This design comes from an exercise in tuning for small area on the open sky130 flow, not from production work. Function was checked by simulation only, so behaviour that the tests miss may differ from the original. Power figures rest on the tool's default switching activity, not on a simulated workload.

P:
Design mmu_top, start of the top module:
module mmu_top
    #(
        parameter int MATRIX_WIDTH = 6
    )(
        input   logic clk,
        input   logic rst,
        input   logic enable,
        input   logic [8*MATRIX_WIDTH-1:0] weight_data,
        input   logic weight_signed,
        input   logic load_weight,
        input   logic [7:0] weight_addr,
        input   logic activate_weight,
        input   logic [8*MATRIX_WIDTH-1:0] data_in,
        input   logic data_signed,
        output  logic [32*MATRIX_WIDTH-1:0] result
    );
clock: 7.0 ns
lec_check: 0
cap_margin: 20
core_margin: 2
core_utilization: 55
cts_buf_list: sky130_fd_sc_hd__clkbuf_16
cts_cluster_diameter: 100
cts_cluster_size: 28
slew_margin: 20
synth_hierarchical: 1
synth_minimum_keep_size: 0
run.sh (not shown) runs the stock make flow with config.mk's settings and CLKGATE_MAP_FILE= SYNTH_SCRIPT=/design/flow/synth_recipe.tcl, a recipe that flattens the netlist after the stock synthesis.
P reached the end of the flow, and the finished layout is clean on the timing, DRC and antenna checks.
The inputs of Q differ from those of P as listed below.
# P
export LEC_CHECK = 0
export CAP_MARGIN = 20
export CORE_MARGIN = 2
export CORE_UTILIZATION = 55
export CTS_BUF_LIST = sky130_fd_sc_hd__clkbuf_16
export CTS_CLUSTER_DIAMETER = 100
export CTS_CLUSTER_SIZE = 28
export SLEW_MARGIN = 20
export SYNTH_HIERARCHICAL = 1
export SYNTH_MINIMUM_KEEP_SIZE = 0
create_clock -name core_clock -period 7.0 [get_ports {clk}]
# Q
export LEC_CHECK = 0
export CAP_MARGIN = 20
export CORE_MARGIN = 2
export CORE_UTILIZATION = 65
export CTS_BUF_LIST = sky130_fd_sc_hd__clkbuf_16
export CTS_CLUSTER_DIAMETER = 80
export CTS_CLUSTER_SIZE = 20
export SLEW_MARGIN = 20
export SYNTH_HIERARCHICAL = 1
export SYNTH_MINIMUM_KEEP_SIZE = 0
create_clock -name core_clock -period 7.0 [get_ports {clk}]
==> flow/flow/run.sh (new file) <==
#!/bin/bash
# Layout flow: the standard flow (standard.sh, unchanged synthesis, floorplan,
# power grid, placement, routing) with two settings changed:
#  - the port buffers that global placement inserts on every input and output are
#    the smallest buffer, sky130_fd_sc_hd__buf_1 (repair may still resize them);
#  - clock tree synthesis clusters up to 24 sinks within 90 um per clkbuf_16 leaf
#    buffer and inserts no dummy loads.
# Each make step's full log stays in orfs/logs/; standard.sh's own output is in flow.log.
set -euo pipefail
cd "$(dirname "$0")/.."
bash standard.sh \
  "BUFFER_PORTS_ARGS=-buffer_cell sky130_fd_sc_hd__buf_1" \
  "CTS_ARGS=-sink_clustering_enable -repair_clock_nets -sink_clustering_size 24 -sink_clustering_max_diameter 90 -buf_list sky130_fd_sc_hd__clkbuf_16 -dont_use_dummy_load" \
  finish > flow.log 2>&1
test -s out/final.def
==> flow/standard.sh (new file) <==
#!/bin/bash
# synth_recipe.tcl (not shown) runs the flow's synth.tcl, then flattens the netlist and writes it again
# the make line also repeats each setting of config.mk as NAME=value (left out here)
make -C /OpenROAD-flow-scripts/flow DESIGN_CONFIG=/design/flow/config.mk WORK_HOME=/design/flow/orfs CLKGATE_MAP_FILE= SYNTH_SCRIPT=/design/flow/synth_recipe.tcl "${@:-finish}"
removed: flow/run.sh
## What came out
Register-to-register slack of Q is on par with P.
Relative to P, antenna diode count decreased by 9 in Q.
Smallest setup slack after layout for Q: 10 ps down relative to P
When the final numbers for Q and P were put side by side, the wire length after detailed routing turned out to be greater in P.
Diff P -> Q | number of placed cells counting well taps | down by a few percent
Per the comparison of Q with P, worst hold slack has decreased, routed length on met1 has remained practically unchanged, effective utilization at floorplan has increased.
#### Input delta (R over Q)
# Q
export LEC_CHECK = 0
export CAP_MARGIN = 20
export CORE_MARGIN = 2
export CORE_UTILIZATION = 65
export CTS_BUF_LIST = sky130_fd_sc_hd__clkbuf_16
export CTS_CLUSTER_DIAMETER = 80
export CTS_CLUSTER_SIZE = 20
export SLEW_MARGIN = 20
export SYNTH_HIERARCHICAL = 1
export SYNTH_MINIMUM_KEEP_SIZE = 0
create_clock -name core_clock -period 7.0 [get_ports {clk}]
# R
export LEC_CHECK = 0
export CAP_MARGIN = 20
export CORE_MARGIN = 2
export CORE_UTILIZATION = 55
export CTS_BUF_LIST = sky130_fd_sc_hd__clkbuf_16
export CTS_CLUSTER_DIAMETER = 80
export CTS_CLUSTER_SIZE = 20
export SLEW_MARGIN = 20
export SYNTH_HIERARCHICAL = 1
export SYNTH_MINIMUM_KEEP_SIZE = 0
create_clock -name core_clock -period 7.0 [get_ports {clk}]
==> flow/flow/run.sh <==
#!/bin/bash
# Layout flow: the standard flow (standard.sh, unchanged synthesis, floorplan,
# power grid, placement, routing) with two settings changed:
#  - the port buffers that global placement inserts on every input and output are
#    the smallest buffer, sky130_fd_sc_hd__buf_1 (repair may still resize them);
#  - clock tree synthesis clusters up to 20 sinks within 80 um per clkbuf_16 leaf
#    buffer and inserts no dummy loads.
# Each make step's full log stays in orfs/logs/; standard.sh's own output is in flow.log.
set -euo pipefail
cd "$(dirname "$0")/.."
bash standard.sh \
  "BUFFER_PORTS_ARGS=-buffer_cell sky130_fd_sc_hd__buf_1" \
  "CTS_ARGS=-sink_clustering_enable -repair_clock_nets -sink_clustering_size 20 -sink_clustering_max_diameter 80 -buf_list sky130_fd_sc_hd__clkbuf_16 -dont_use_dummy_load" \
  finish > flow.log 2>&1
test -s out/final.def
==> comparison <==
Cmp R and Q / final cell area excluding filler cells / higher: R
Delta (R minus Q): setup clock skew after layout moved down; count of input and output buffers level; internal power contribution moved up; final critical delay including setup and external delays moved down; setup slack moved up.
Between R and Q, it is R whose fmax is higher, by about 1%.
R vs Q — total power per unit cell area rose 1.3%.
Relative to Q, R degrades aggregate routed wire length.
Modified inputs, S compared to R
==> flow/run.sh (new file) <==
#!/bin/bash
# synth_recipe.tcl (not shown) runs the flow's synth.tcl, then flattens the netlist and writes it again
# the make line also repeats each setting of config.mk as NAME=value (left out here)
make -C /OpenROAD-flow-scripts/flow DESIGN_CONFIG=/design/flow/config.mk WORK_HOME=/design/flow/orfs CLKGATE_MAP_FILE= SYNTH_SCRIPT=/design/flow/synth_recipe.tcl finish
removed: flow/flow/run.sh
removed: flow/standard.sh
S does better than R on wire length of the first global-routing pass.
Share of the cycle needed by the critical path after routing in S is 1.0 points above R.
S does worse than R on worst-case setup slack after placement.
Count of non-CTS buffers in the layout: S vs R down 18
Diff R -> S: worst hold slack now sits higher; total routing usage reported by global routing now sits lower.
Min initial antenna violation count across R and S: R
Taking R as the reference, in S overall power after layout increased about 3.6%, count of non-filler cells in the finished layout increased about 0.7%.

Setup of before:
Another version of the RTL of mmu_top (not shown whole).
Size in the first run: about 9800 cells after synthesis, roughly 300 I/O pins, about 0.13 mm² of cells after synthesis.
==> flow/design.v (excerpt) <==
module mmu_top
    #(
        parameter int MATRIX_WIDTH = 6
    )(
        input   logic clk,
        input   logic rst,
        input   logic enable,
        input   logic [8*MATRIX_WIDTH-1:0] weight_data,
        input   logic weight_signed,
        input   logic load_weight,
        input   logic [7:0] weight_addr,
        input   logic activate_weight,
        input   logic [8*MATRIX_WIDTH-1:0] data_in,
        input   logic data_signed,
        output  logic [32*MATRIX_WIDTH-1:0] result
    );
clock: 7.0 ns
lec_check: 0
cap_margin: 10
core_margin: 2
core_utilization: 72
slew_margin: 10
synth_hierarchical: 1
synth_minimum_keep_size: 0
standard.sh (not shown) runs the stock make flow with config.mk's settings and CLKGATE_MAP_FILE= SYNTH_SCRIPT=/design/flow/synth_recipe.tcl, a recipe that flattens the netlist after the stock synthesis.
==> flow/flow/run.sh <==
#!/bin/bash
# Layout flow: the standard flow (standard.sh, unchanged synthesis, floorplan,
# power grid, placement, routing) with two settings changed:
#  - the port buffers that global placement inserts on every input and output are
#    the smallest buffer, sky130_fd_sc_hd__buf_1 (repair may still resize them);
#  - clock tree synthesis clusters up to 28 sinks within 100 um per clkbuf_16 leaf
#    buffer and inserts no dummy loads.
# Each make step's full log stays in orfs/logs/; standard.sh's own output is in flow.log.
set -euo pipefail
cd "$(dirname "$0")/.."
bash standard.sh \
  "BUFFER_PORTS_ARGS=-buffer_cell sky130_fd_sc_hd__buf_1" \
  "CTS_ARGS=-sink_clustering_enable -repair_clock_nets -sink_clustering_size 28 -sink_clustering_max_diameter 100 -buf_list sky130_fd_sc_hd__clkbuf_16 -dont_use_dummy_load" \
  finish > flow.log 2>&1
test -s out/final.def
The flow did not stop early for before: all stages ran, and the layout cleared the timing, DRC and antenna checks.
#### Input delta (after over before)
--- a/flow/config.mk
+++ b/flow/config.mk
@@ -8,5 +8,5 @@
 export CAP_MARGIN = 10
 export CORE_MARGIN = 2
-export CORE_UTILIZATION = 72
+export CORE_UTILIZATION = 75
 export SLEW_MARGIN = 10
 export SYNTH_HIERARCHICAL = 1
[summary]
- Compared with before, in after switching share of power shows no meaningful change; overall power consumption held.
- Per the comparison of after with before, setup slack increased by 0.15 ns relative to the old numbers; portion of the clock cycle consumed by the worst path in the final layout shrank by 2.2 points; hold slack moved up; HPWL after detailed placement down 970 µm.
- Diff before..after | aggregate routed wire length | negligible
- Maximum ir drop on the vdd rail on after is behind before.
- Detailed-route wire length on metal 1 went down slightly going from before to after.
- after against before: combinational power stayed essentially flat, count of mapped cells out of synthesis stayed essentially flat.

Another version of the RTL of mmu_top (not shown whole).
For scale: ~9800 cells after synthesis, ~1600 flip-flops, roughly 300 I/O pins, ~130000 µm² of cells after synthesis.
clock: 7.0 ns
lec_check: 0
cap_margin: 20
core_margin: 2
core_utilization: 65
cts_buf_list: sky130_fd_sc_hd__clkbuf_16
cts_cluster_diameter: 80
cts_cluster_size: 20
slew_margin: 20
synth_hierarchical: 1
synth_minimum_keep_size: 0
==> flow/flow/run.sh <==
#!/bin/bash
# Layout flow: the standard flow (standard.sh, unchanged synthesis, floorplan,
# power grid, placement, routing) with two settings changed:
#  - the port buffers that global placement inserts on every input and output are
#    the smallest buffer, sky130_fd_sc_hd__buf_1 (repair may still resize them);
#  - clock tree synthesis clusters up to 24 sinks within 90 um per clkbuf_16 leaf
#    buffer and inserts no dummy loads.
# Each make step's full log stays in orfs/logs/; standard.sh's own output is in flow.log.
set -euo pipefail
cd "$(dirname "$0")/.."
bash standard.sh \
  "BUFFER_PORTS_ARGS=-buffer_cell sky130_fd_sc_hd__buf_1" \
  "CTS_ARGS=-sink_clustering_enable -repair_clock_nets -sink_clustering_size 24 -sink_clustering_max_diameter 90 -buf_list sky130_fd_sc_hd__clkbuf_16 -dont_use_dummy_load" \
  finish > flow.log 2>&1
test -s out/final.def
The starting point ran to the end with no violations.
Change:
--- a/flow/config.mk
+++ b/flow/config.mk
@@ -8,5 +8,5 @@
 export CAP_MARGIN = 20
 export CORE_MARGIN = 2
-export CORE_UTILIZATION = 65
+export CORE_UTILIZATION = 72
 export CTS_BUF_LIST = sky130_fd_sc_hd__clkbuf_16
 export CTS_CLUSTER_DIAMETER = 80
Outcome:
- synthesized cell count stays the same
- worst setup slack gets worse by 0.0059 ns
- via count came out higher by 0.80%
- sequential power is about the same
- power came out lower by 0.38%
- first-iteration DRC count came out higher by 2.3%
- routed wire length came out lower by 2.7%
- sequential share of layout area came out higher by 0.15 points
- flip-flop and latch count does not change
- combinational power is about the same
- global-route usage came out higher by 2.4 points
Change:
==> flow/flow/run.sh (replaced) <==
#!/bin/bash
# Layout flow: the standard flow (standard.sh, unchanged synthesis, floorplan,
# power grid, placement, routing) with two settings changed:
#  - the port buffers that global placement inserts on every input and output are
#    the smallest buffer, sky130_fd_sc_hd__buf_1 (repair may still resize them);
#  - clock tree synthesis clusters up to 28 sinks within 100 um per clkbuf_16 leaf
#    buffer and inserts no dummy loads.
# Each make step's full log stays in orfs/logs/; standard.sh's own output is in flow.log.
set -euo pipefail
cd "$(dirname "$0")/.."
bash standard.sh \
  "BUFFER_PORTS_ARGS=-buffer_cell sky130_fd_sc_hd__buf_1" \
  "CTS_ARGS=-sink_clustering_enable -repair_clock_nets -sink_clustering_size 28 -sink_clustering_max_diameter 100 -buf_list sky130_fd_sc_hd__clkbuf_16 -dont_use_dummy_load" \
  finish > flow.log 2>&1
test -s out/final.def
==> flow/config.mk (replaced) <==
export PLATFORM = sky130hd
export DESIGN_NAME = mmu_top
export DESIGN_NICKNAME = mmu_top
export VERILOG_FILES = /design/flow/design.v
export SDC_FILE = /design/flow/constraint.sdc
export NUM_CORES = 4
export LEC_CHECK = 0
export CAP_MARGIN = 10
export CORE_MARGIN = 2
export CORE_UTILIZATION = 65
export SLEW_MARGIN = 10
export SYNTH_HIERARCHICAL = 1
export SYNTH_MINIMUM_KEEP_SIZE = 0
Sequential power stays flat; setup slack stays flat; clock-buffer cell count came out lower by 11; synthesized area does not change; routed wire length came out higher by 2.6%; sequential share of layout area barely changes; non-clock buffer count came out lower by 5; register-to-register slack is about the same; global-route usage drops by 2.5 points; flip-flop and latch count does not change.

port drivers added, routing unchanged:
How much do the figures lean on ideal ports? The routed layouts below were timed once more, with nothing changed but the port constraints.
Step 1 assumes that a clkbuf_16 drives the clock port and a buf_2 every other input.
Step 2 adds t to the input delays and takes it off the output delays; t is the mean of the earliest and latest rising clock arrival at the registers after step 1. Input paths then give back, and output paths get back, about the clock's delay inside the block.
Slacks: no drivers / after step 1 / after step 2; pairs: no drivers / after step 1.
run | t, ns | setup WS [ns] | hold WS [ns] | clock arrival spread, ns | worst data-port slew with drivers (ns)
P | 0.845 | 1.043 / 1.043 / 1.043 | 0.410 / 0.410 / 0.410 | 0.045 / 0.045 | 0.06
Q | 0.855 | 1.032 / 1.032 / 1.032 | 0.375 / 0.375 / 0.375 | 0.089 / 0.090 | 0.06
R | 0.853 | 1.092 / 1.092 / 1.092 | 0.386 / 0.386 / 0.386 | 0.056 / 0.056 | 0.10
S | 0.885 | 1.022 / 1.022 / 1.022 | 0.390 / 0.390 / 0.390 | 0.043 / 0.044 | 0.06
before | 0.815 | 0.768 / 0.768 / 0.768 | 0.384 / 0.384 / 0.384 | 0.049 / 0.048 | 0.05
after | 0.808 | 0.918 / 0.918 / 0.918 | 0.403 / 0.403 / 0.403 | 0.054 / 0.054 | 0.08
the first run of note 3 | 0.839 | 1.250 / 1.250 / 1.250 | 0.384 / 0.384 / 0.384 | 0.072 / 0.073 | 0.12
the second run of note 3 | 0.827 | 1.244 / 1.244 / 1.244 | 0.393 / 0.393 / 0.393 | 0.058 / 0.059 | 0.04
the third run of note 3 | 0.812 | 1.243 / 1.243 / 1.243 | 0.327 / 0.327 / 0.327 | 0.095 / 0.094 | 0.13
After both steps setup and hold are still met in every run listed.
